From an optimization exercise on the open Yosys and OpenROAD flow, aimed at small area, a short achievable clock period and few clock cycles; shortcuts taken in it are not production practice. Function was not checked in any run shown here: the RTL went through the layout flow alone. Power is estimated from default activity; no workload was simulated.

## design/flow/config.mk

```make
export PLATFORM = sky130hd
export DESIGN_NAME = crack
export DESIGN_NICKNAME = crack
export VERILOG_FILES = /design/flow/design.v
export SDC_FILE = /design/flow/constraint.sdc
export NUM_CORES = 4
export LEC_CHECK = 0
export CAP_MARGIN = 20
export CORE_MARGIN = 2
export CORE_UTILIZATION = 35
export PLACE_DENSITY = 0.42
export SLEW_MARGIN = 20
```

## design/flow/constraint.sdc

```tcl
create_clock -name core_clock -period 10.0 [get_ports {clk}]
set_input_delay 2.0000 -clock core_clock [delete_from_list [all_inputs] [get_ports {clk}]]
set_output_delay 2.0000 -clock core_clock [all_outputs]
set_load 0.01 [all_outputs]
```

## design/flow/design.v

```verilog
module s_mem(input logic clk,
             input logic init,
             input logic [15:0] rlo, input logic [15:0] rhi, input logic r0,
             input logic [15:0] ulo, input logic [15:0] uhi, input logic u0,
             output logic [7:0] a0,      
             output logic [7:0] a1,      
             output logic [7:0] a255,    
             output logic [7:0] sj,      
             output logic [7:0] ks);     
    logic [7:0] sw [0:255];
    logic [15:0] rhi_e;
    assign rhi_e = rhi & {16{!init}};
    logic [255:0] e, f, ne, nf, k2;
    always_comb begin
        for (int p = 0; p < 256; p++) begin
            e[p] = rlo[p % 16] && rhi_e[p / 16];               
            f[p] = !(rlo[p % 16] && rhi[p / 16]) && !init;     
            ne[p] = !e[p];
            nf[p] = !f[p];
            k2[p] = ulo[p % 16] && uhi[p / 16];
        end
    end
    logic [7:0] sj_ev, sj_od, ks_ev, ks_od;
    always_comb begin
        sj_ev = 8'h00; sj_od = 8'h00;
        ks_ev = 8'h00; ks_od = 8'h00;
        for (int p = 0; p < 256; p += 2) begin
            sj_od = sj_od | ({8{e[p]}} & sw[p + 1]);
            sj_ev = sj_ev | ({8{e[p + 1]}} & sw[(p + 2) % 256]);
            ks_ev = ks_ev | ({8{k2[p]}} & sw[p]);
            ks_od = ks_od | ({8{k2[p + 1]}} & sw[p + 1]);
        end
    end
    assign sj = r0 ? sj_ev : ~sj_od;
    assign ks = u0 ? ~ks_od : ks_ev;
    logic [7:0] a0_t, a0_n;
    assign a0_t = sw[0];
    assign a0_n = ~sw[0];
    assign a0 = a0_t;
    assign a1 = ~sw[1];
    assign a255 = ~sw[255];
    genvar g, b;
    generate
        for (g = 0; g < 255; g++) begin : g_word
            for (b = 0; b < 8; b++) begin : g_bit
                localparam bit INIT1 = ((g >> b) & 1) != (g & 1);
                logic x;
                assign x = (g & 1) ? a0_t[b] : a0_n[b];
                always_ff @(posedge clk)
                    if (INIT1) sw[g][b] <= !((e[g] && x) || (f[g] && sw[g + 1][b]));
                    else       sw[g][b] <= !((ne[g] || x) && (nf[g] || sw[g + 1][b]));
            end
        end
    endgenerate
    always_ff @(posedge clk)
        if (init) sw[255] <= 8'd0;
        else      sw[255] <= ~sj;
endmodule
module crack(input logic clk, input logic rst_n,
             input logic en, output logic rdy,
             input logic [23:0] key_start,
             output logic [23:0] key, output logic key_valid,
             output logic [7:0] ct_addr, input logic [7:0] ct_rddata);
    localparam logic [1:0] IDLE = 2'd0, FIRST = 2'd1, RUN = 2'd2, DONE = 2'd3;
    logic [1:0] state;
    logic [9:0] cnt;
    logic [1:0] m3;              
    logic [7:0] r, v, ksq, ctq;
    logic [15:0] rlo, rhi, ulo, uhi;
    logic u0;
    logic [7:0] kn0;             
    logic [9:0] tlast;           
    logic init, check, reject, keymax;
    logic [7:0] si, s1, sj, ks, a255, kb, rn, u, u2, snext;
    logic [7:0] pt;
    logic good;
    assign check  = (state == RUN) && (cnt >= 10'd261);
    assign pt     = ksq ^ ctq;
    assign good   = (pt >= 8'h20) && (pt <= 8'h7E);
    assign keymax = (key == 24'hFFFFFF);
    assign reject = check && !good && !keymax;
    assign init   = (state == FIRST) || reject;
    s_mem s(.clk(clk), .init(init),
            .rlo(rlo), .rhi(rhi), .r0(r[0]),
            .ulo(ulo), .uhi(uhi), .u0(u0),
            .a0(si), .a1(s1), .a255(a255), .sj(sj), .ks(ks));
    always_comb begin
        case (m3)
            2'd0:    kb = key[23:16];
            2'd1:    kb = key[15:8];
            default: kb = key[7:0];
        endcase
    end
    assign snext = (r == 8'd0) ? si : s1;
    always_comb begin
        if (state == FIRST)
            rn = key[23:16] - 8'd1;
        else if (reject)
            rn = kn0;
        else if (cnt <= 10'd255)
            rn = r + snext + (kb - 8'd1);
        else if (cnt == 10'd256)
            rn = 8'hFF;
        else if (cnt == 10'd257)
            rn = snext + 8'hFE;
        else
            rn = r + snext - 8'd1;
    end
    assign u  = v + a255;
    assign u2 = (u == 8'd0) ? r : (u == r + 8'd1) ? 8'hFF : u - 8'd1;
    always_ff @(posedge clk) begin
        r <= rn;
        for (int k = 0; k < 16; k++) begin
            rlo[k] <= (rn[3:0] == k[3:0]);
            rhi[k] <= (rn[7:4] == k[3:0]);
            ulo[k] <= (u2[3:0] == k[3:0]);
            uhi[k] <= (u2[7:4] == k[3:0]);
        end
        u0 <= u2[0];
        ksq <= ks;
        ctq <= ct_rddata;
        v <= si - cnt[7:0];
        kn0 <= key[23:16] + {7'd0, key[15:0] == 16'hFFFF} - 8'd1;
        if (init)
            m3 <= 2'd1;
        else
            m3 <= (m3 == 2'd2) ? 2'd0 : m3 + 2'd1;
        if (cnt == 10'd100)
            tlast <= {2'b00, ctq} + 10'd260;
        if (cnt >= 10'd258)
            ct_addr <= ct_addr + 8'd1;
        else
            ct_addr <= 8'd0;
    end
    always_ff @(posedge clk or negedge rst_n) begin
        if (!rst_n) begin
            state <= IDLE;
            cnt <= 10'd0;
            key <= 24'd0;
            rdy <= 1'b0;
            key_valid <= 1'b0;
        end else begin
            case (state)
                IDLE: begin
                    key <= key_start;
                    if (en) state <= FIRST;
                end
                FIRST: begin
                    state <= RUN;
                    cnt <= 10'd1;
                end
                RUN: begin
                    if (check && !good) begin
                        if (keymax) begin
                            state <= DONE;
                            rdy <= 1'b1;
                            key_valid <= 1'b0;
                        end else begin
                            key <= key + 24'd1;
                            cnt <= 10'd1;
                        end
                    end else if (check && cnt == tlast) begin
                        state <= DONE;
                        rdy <= 1'b1;
                        key_valid <= 1'b1;
                    end else begin
                        cnt <= cnt + 10'd1;
                    end
                end
                default: ;
            endcase
        end
    end
endmodule
```

## design/flow/flow/run.sh

```bash
#!/bin/bash
# Own flow: the standard layout with two changes:
#  - synthesis maps with Yosys's default ABC script (abc.tcl) instead of ORFS's;
#  - before global placement, place_array.tcl places the state array's flip-flops
#    in a grid (ORFS's PRE_GLOBAL_PLACE_SKIP_IO_TCL hook).
# Everything else is standard.sh's. make's output goes to flow_make.log, and each
# ORFS step keeps its own log under orfs/logs.
set -euo pipefail
W=$(pwd)
cat flow/abc.tcl synth_recipe.tcl > my_synth.tcl
sed -e "s|SYNTH_SCRIPT=[^ ]*|SYNTH_SCRIPT=$W/my_synth.tcl PRE_GLOBAL_PLACE_SKIP_IO_TCL=$W/flow/place_array.tcl|" standard.sh > my_standard.sh
grep -q "SYNTH_SCRIPT=$W/my_synth.tcl" my_standard.sh
bash my_standard.sh > flow_make.log 2>&1
```

## design/flow/flow/abc.tcl

```tcl
# Technology mapping with Yosys's default ABC script (delay target 4 ns) instead of
# ORFS's: same arguments otherwise (liberty, don't-use cells, constraints).
proc abc {args} {
  set out [list]
  for {set i 0} {$i < [llength $args]} {incr i} {
    set a [lindex $args $i]
    if {$a eq "-script" || $a eq "-D"} { incr i; continue }
    lappend out $a
  }
  yosys abc {*}$out -D 4000
}
```

## design/flow/flow/place_array.tcl

```tcl
# Structured placement of the state array's flip-flops, run before global placement.
# The 256 words sit in a 16 x 16 grid of tiles in snake order, so that word p and
# word p+1 (which feeds it) are neighbours; a word's 8 bits are stacked in the
# middle of its tile, one per row. The flip-flops are fixed (FIRM) so that global
# placement puts each bit's logic and the read trees around them.
set block [ord::get_db_block]
set core [$block getCoreArea]
set cx0 [$core xMin]; set cy0 [$core yMin]; set cx1 [$core xMax]; set cy1 [$core yMax]

# rows by y
set rowlist {}
foreach row [$block getRows] {
  set bb [$row getBBox]
  lappend rowlist [list [$bb yMin] [$bb xMin] [$bb xMax] [$row getOrient] [[$row getSite] getWidth] [[$row getSite] getHeight]]
}
set rowlist [lsort -integer -index 0 $rowlist]
set nrows [llength $rowlist]
set sitew [lindex [lindex $rowlist 0] 4]
set rowh [lindex [lindex $rowlist 0] 5]

# occupied sites of each row (tap cells and anything already placed)
array set occ {}
foreach inst [$block getInsts] {
  if {[lsearch {PLACED FIRM LOCKED COVER} [$inst getPlacementStatus]] < 0} { continue }
  set bb [$inst getBBox]
  set ri [expr {([$bb yMin] - [lindex [lindex $rowlist 0] 0]) / $rowh}]
  if {$ri < 0 || $ri >= $nrows} { continue }
  set rx0 [lindex [lindex $rowlist $ri] 1]
  for {set s [expr {([$bb xMin] - $rx0) / $sitew}]} {$s < ([$bb xMax] - $rx0 + $sitew - 1) / $sitew} {incr s} {
    set occ($ri,$s) 1
  }
}

proc free_span {ri s w} {
  global occ
  for {set k 0} {$k < $w} {incr k} {
    if {[info exists occ($ri,[expr {$s + $k}])]} { return 0 }
  }
  return 1
}

set tw [expr {($cx1 - $cx0) / 16.0}]
set th [expr {($cy1 - $cy0) / 16.0}]
set rows_per_tile [expr {int($th / $rowh)}]
set placed 0
foreach inst [$block getInsts] {
  set name [$inst getName]
  if {![regexp {^s\.sw\\?\[([0-9]+)\\?\]\\?\[([0-9]+)\\?\]} $name -> p b]} { continue }
  set R [expr {$p / 16}]
  set C [expr {($R % 2 == 0) ? ($p % 16) : (15 - $p % 16)}]
  set w [expr {([[$inst getMaster] getWidth] + $sitew - 1) / $sitew}]
  # tile origin; bits in rows centred in the tile
  set r0 [expr {int(($cy0 + $R * $th - [lindex [lindex $rowlist 0] 0]) / $rowh) + ($rows_per_tile - 8) / 2}]
  set ri [expr {$r0 + $b}]
  if {$ri >= $nrows} { set ri [expr {$nrows - 1}] }
  set row [lindex $rowlist $ri]
  set rx0 [lindex $row 1]
  set target [expr {int(($cx0 + ($C + 0.5) * $tw - $rx0) / $sitew) - $w / 2}]
  set found -1
  for {set d 0} {$d < 200} {incr d} {
    foreach s [list [expr {$target + $d}] [expr {$target - $d}]] {
      if {$s >= 0 && ($rx0 + ($s + $w) * $sitew) <= [lindex $row 2] && [free_span $ri $s $w]} { set found $s; break }
    }
    if {$found >= 0} { break }
  }
  if {$found < 0} { continue }
  for {set k 0} {$k < $w} {incr k} { set occ($ri,[expr {$found + $k}]) 1 }
  $inst setOrient [lindex $row 3]
  $inst setLocation [expr {$rx0 + $found * $sitew}] [lindex $row 0]
  $inst setPlacementStatus FIRM
  incr placed
}
puts "place_array: fixed $placed state flip-flops in a 16x16 tile grid"
```

## design/flow/standard.sh

```bash
#!/bin/bash
# synth_recipe.tcl (not shown) runs the flow's synth.tcl, then flattens the netlist and writes it again
# the make line also repeats each setting of config.mk as NAME=value (left out here)
make -C /OpenROAD-flow-scripts/flow DESIGN_CONFIG=/design/flow/config.mk WORK_HOME=/design/flow/orfs CLKGATE_MAP_FILE= SYNTH_SCRIPT=/design/flow/synth_recipe.tcl "${@:-finish}"
```

==> results of run 1 <==
cells in the mapped netlist (all sizes together) (11+ instances only):
| master | instances |
|---|---|
| nor4 | 76 |
| nor2 | 273 |
| nand3 | 355 |
| buf | 69 |
| or3 | 12 |
| ha | 62 |
| nand2b | 13 |
| xnor2 | 47 |
| a31oi | 24 |
| a2bb2oi | 57 |
| and2 | 259 |
| nor4b | 104 |
| nand2 | 948 |
| a22o | 147 |
| a221oi | 135 |
| or2 | 12 |
| clkbuf | 966 |
| a222oi | 690 |
| xor2 | 32 |
| a21o | 14 |
| dfxtp | 2163 |
| nor3 | 299 |
| o22ai | 921 |
| inv | 95 |
| a2111oi | 42 |
| dfrtp | 38 |
| o21ai | 290 |
| and3 | 28 |
| nor3b | 11 |
| a22oi | 1317 |
| or4 | 12 |
| a21oi | 478 |
| and4 | 19 |
| nand4 | 295 |
power groups by stage:
stage             sequential [mW]  combinational, mW  clock [mW]
floorplan                    9.01            0.00315           0
global placement             9.01             0.0206           0
kinds of logic after synthesis:
logic type / count (synthesis)
AOI/OAI and AO/OA: 4172
xor gates and xnor gates: 79
adders and majority gates: 66
buffers and inverters: 1133
DFF: 2211
muxes: 7
and+or+nand+nor: 2731
through the flow:
stage	cells	worst slack, ps	cell area, sq um	hold slack [ps]
floorplan	10400	4650	94500	419
global placement	14000	829	105000	455
how the worst max path moves through the flow:
stage | to | cells after the start | from | slack [ps]
3_3_place_gp | s.sw[255][2] | 14 | cnt[7] | 830
2_1_floorplan | rhi[0] | 31 | r[0] | 4650
==> run notes, run 1 <==
- Status: stopped before the end
- Stage reached: 3_5_place_dp
- Error Message: [ERROR DPL-0033] detailed placement checks failed during check placement.
- Post-synth EDFFs: 10
- Cell Rows: 190
- # IOs: 69
- Die width: 523 microns
- Post-DP HPWL: 1020000 microns
- Routability congestion estimate: 1.46
- Synth top area share: 45.8%
- Yosys top cell by area: dfxtp_1
- Synth Area in Adders: 0.906%
- Syn. warnings: 3
- Mux cell area share after synthesis: 0.0768%
- Initial core utilization: 35.2%
- Synth Net Count: 10500
- Synth async-reset ratio: 1.72%
- Synth Register Bits: 2211
- Synth Area in Compound Gates: 32.3%
- Count of cell types in the netlist: 65
- Cell Area, Synth: 94500 sq um
- Largest family of logic cells by synthesized area: compound AO/OA/AOI/OAI gates
- Synth Flop Type: dfxtp_1
- Mapped Cells: 10400
- Largest cells by area after synthesis: dfxtp_1 46%, a22oi_1 10%, a222oi_1 7.3%, o22ai_1 6.1%, clkbuf_1 3.8%
- Syn Area/Cell: 9.08 sq um
- Die height: 523 microns
- Simple-gate portion of the synthesized area: 14.4%
- Sequential-to-total area share from yosys stat: 47.2%
- XOR/XNOR Fraction of Synth Area: 0.733%
- PortBufs: 68
==> inputs of run 2 (changes only) <==
--- a/design/flow/flow/place_array.tcl
+++ b/design/flow/flow/place_array.tcl
@@ -19,7 +19,7 @@
 set rowh [lindex [lindex $rowlist 0] 5]
 
 # occupied sites of each row (tap cells and anything already placed)
-array set occ {}
+array unset ::occ; array set ::occ {}
 foreach inst [$block getInsts] {
   if {[lsearch {PLACED FIRM LOCKED COVER} [$inst getPlacementStatus]] < 0} { continue }
   set bb [$inst getBBox]
@@ -27,14 +27,14 @@
   if {$ri < 0 || $ri >= $nrows} { continue }
   set rx0 [lindex [lindex $rowlist $ri] 1]
   for {set s [expr {([$bb xMin] - $rx0) / $sitew}]} {$s < ([$bb xMax] - $rx0 + $sitew - 1) / $sitew} {incr s} {
-    set occ($ri,$s) 1
+    set ::occ($ri,$s) 1
   }
 }
 
 proc free_span {ri s w} {
-  global occ
-  for {set k 0} {$k < $w} {incr k} {
-    if {[info exists occ($ri,[expr {$s + $k}])]} { return 0 }
+  # keep one free site on each side
+  for {set k -1} {$k <= $w} {incr k} {
+    if {[info exists ::occ($ri,[expr {$s + $k}])]} { return 0 }
   }
   return 1
 }
@@ -64,7 +64,7 @@
     if {$found >= 0} { break }
   }
   if {$found < 0} { continue }
-  for {set k 0} {$k < $w} {incr k} { set occ($ri,[expr {$found + $k}]) 1 }
+  for {set k 0} {$k < $w} {incr k} { set ::occ($ri,[expr {$found + $k}]) 1 }
   $inst setOrient [lindex $row 3]
   $inst setLocation [expr {$rx0 + $found * $sitew}] [lindex $row 0]
   $inst setPlacementStatus FIRM
==> run 2 against run 1 <==
The flow stops in 5_1_grt. Synthesized cell count stayed put. Area after synthesis unchanged.
==> run notes, run 2 <==
- Largest net degree at the start of global routing: 131
- Synth Flop Type: dfxtp_1
- Cell Area, Synth: 94500 sq um (unchanged)
- Synth top area share: 45.8% (unchanged)
- Commonest cells in the synthesized netlist: 2163 x dfxtp_1, 1317 x a22oi_1, 966 x clkbuf_1
- Most frequent cell after synthesis: dfxtp_1
- CTS buffer count: 237
- Grt ovf: 5033
- Clk buf depth: 4
- Post-synth EDFFs: 10 (unchanged)
- # IOs: 69 (unchanged)
- Synth Net Count: 10500 (unchanged)
- Count of cell types in the netlist: 65 (unchanged)
- Syn. warnings: 3 (unchanged)
- Largest cells by area after synthesis: dfxtp_1 46%, a22oi_1 10%, a222oi_1 7.3%, o22ai_1 6.1%, clkbuf_1 3.8%
- Cell Rows: 190 (unchanged)
- Setup Buffers After CTS: 0
- Synth async-reset ratio: 1.72% (unchanged)
- Post-DP HPWL: 1010000 microns (-0.61%)
- Dpl cell area: 105000 sq um
- Routability congestion estimate: 1.51 (+3.4%)
- Hold Buf Count CTS: 0
- Clk root buf: clkbuf_16
- Gr usage total: 94.1%
- Die width: 523 microns (unchanged)
- PortBufs: 68 (unchanged)
- PostCTS Resize Cnt: 0
- Yosys top cell by area: dfxtp_1
- Pre-CTS setup slack: 2620 ps
- Stage reached: 5_1_grt
- # clock sinks: 2211
- Sequential-to-total area share from yosys stat: 47.2% (unchanged)
- First-pass GRT wire length: 1730000 microns
- Vias in the first global route: 146000
- Syn Area/Cell: 9.08 sq um (unchanged)
- Initial core utilization: 35.2% (unchanged)
- Synth Register Bits: 2211 (unchanged)
- Status: stopped before the end
- H-tree depth: 4
- Error Message: [ERROR GRT-0116] Global routing finished with congestion. Check the congestion regions in the DRC Viewer.
- Die height: 523 microns (unchanged)
- Mapped Cells: 10400 (unchanged)
[run 2: cell counts after synthesis]
No cell type changed its count.
[run 2: cells by family after synthesis]
kind of cell / count (synthesis) / synth area share, %
adder cells (fa/ha/maj): 66 / 0.906
AND/OR/NAND/NOR: 2731 / 14.4
AO/OA/AOI/OAI: 4172 / 32.3
buffers and inverters: 1133 / 4.50
flip-flops: 2211 / 47.2
multiplexers: 7 / 0.0768
XOR/XNOR: 79 / 0.733
[run 2: power groups by stage]
| stage | clock, mW | combinational [mW] | sequential [mW] |
|---|---|---|---|
| global placement | 0 | 0.0211 | 9.01 |
| CTS | 9.31 | 0.0216 | 8.82 |
| floorplan | 0 | 0.00315 | 9.01 |
| detailed placement | 0 | 0.0216 | 9.01 |
[run 2: worst max path at each step]
| stage | startpoint | endpoint | slack [ps] | depth (start not counted) |
|---|---|---|---|---|
| after global placement | cnt[7] | s.sw[255][2] | 1500 | 15 |
| after floorplan | r[0] | rhi[0] | 4650 | 31 |
| after detailed placement | cnt[7] | s.sw[255][3] | 2620 | 14 |
| after CTS | cnt[7] | s.sw[255][3] | 2610 | 14 |
[run 2: metal layers]
layer,overflow,GRT usage [%]
met1,1347,94.7
met2,1633,99.2
met3,1099,89.6
met4,864,92.1
met5,90,78.3
[run 2: stage by stage]
| step | instances | hold slack, ps |
|---|---|---|
| after floorplan | 10400 | 419 |
| after CTS | 14400 | 467 |
| after global placement | 13900 | 452 |
| after detailed placement | 14000 | 458 |
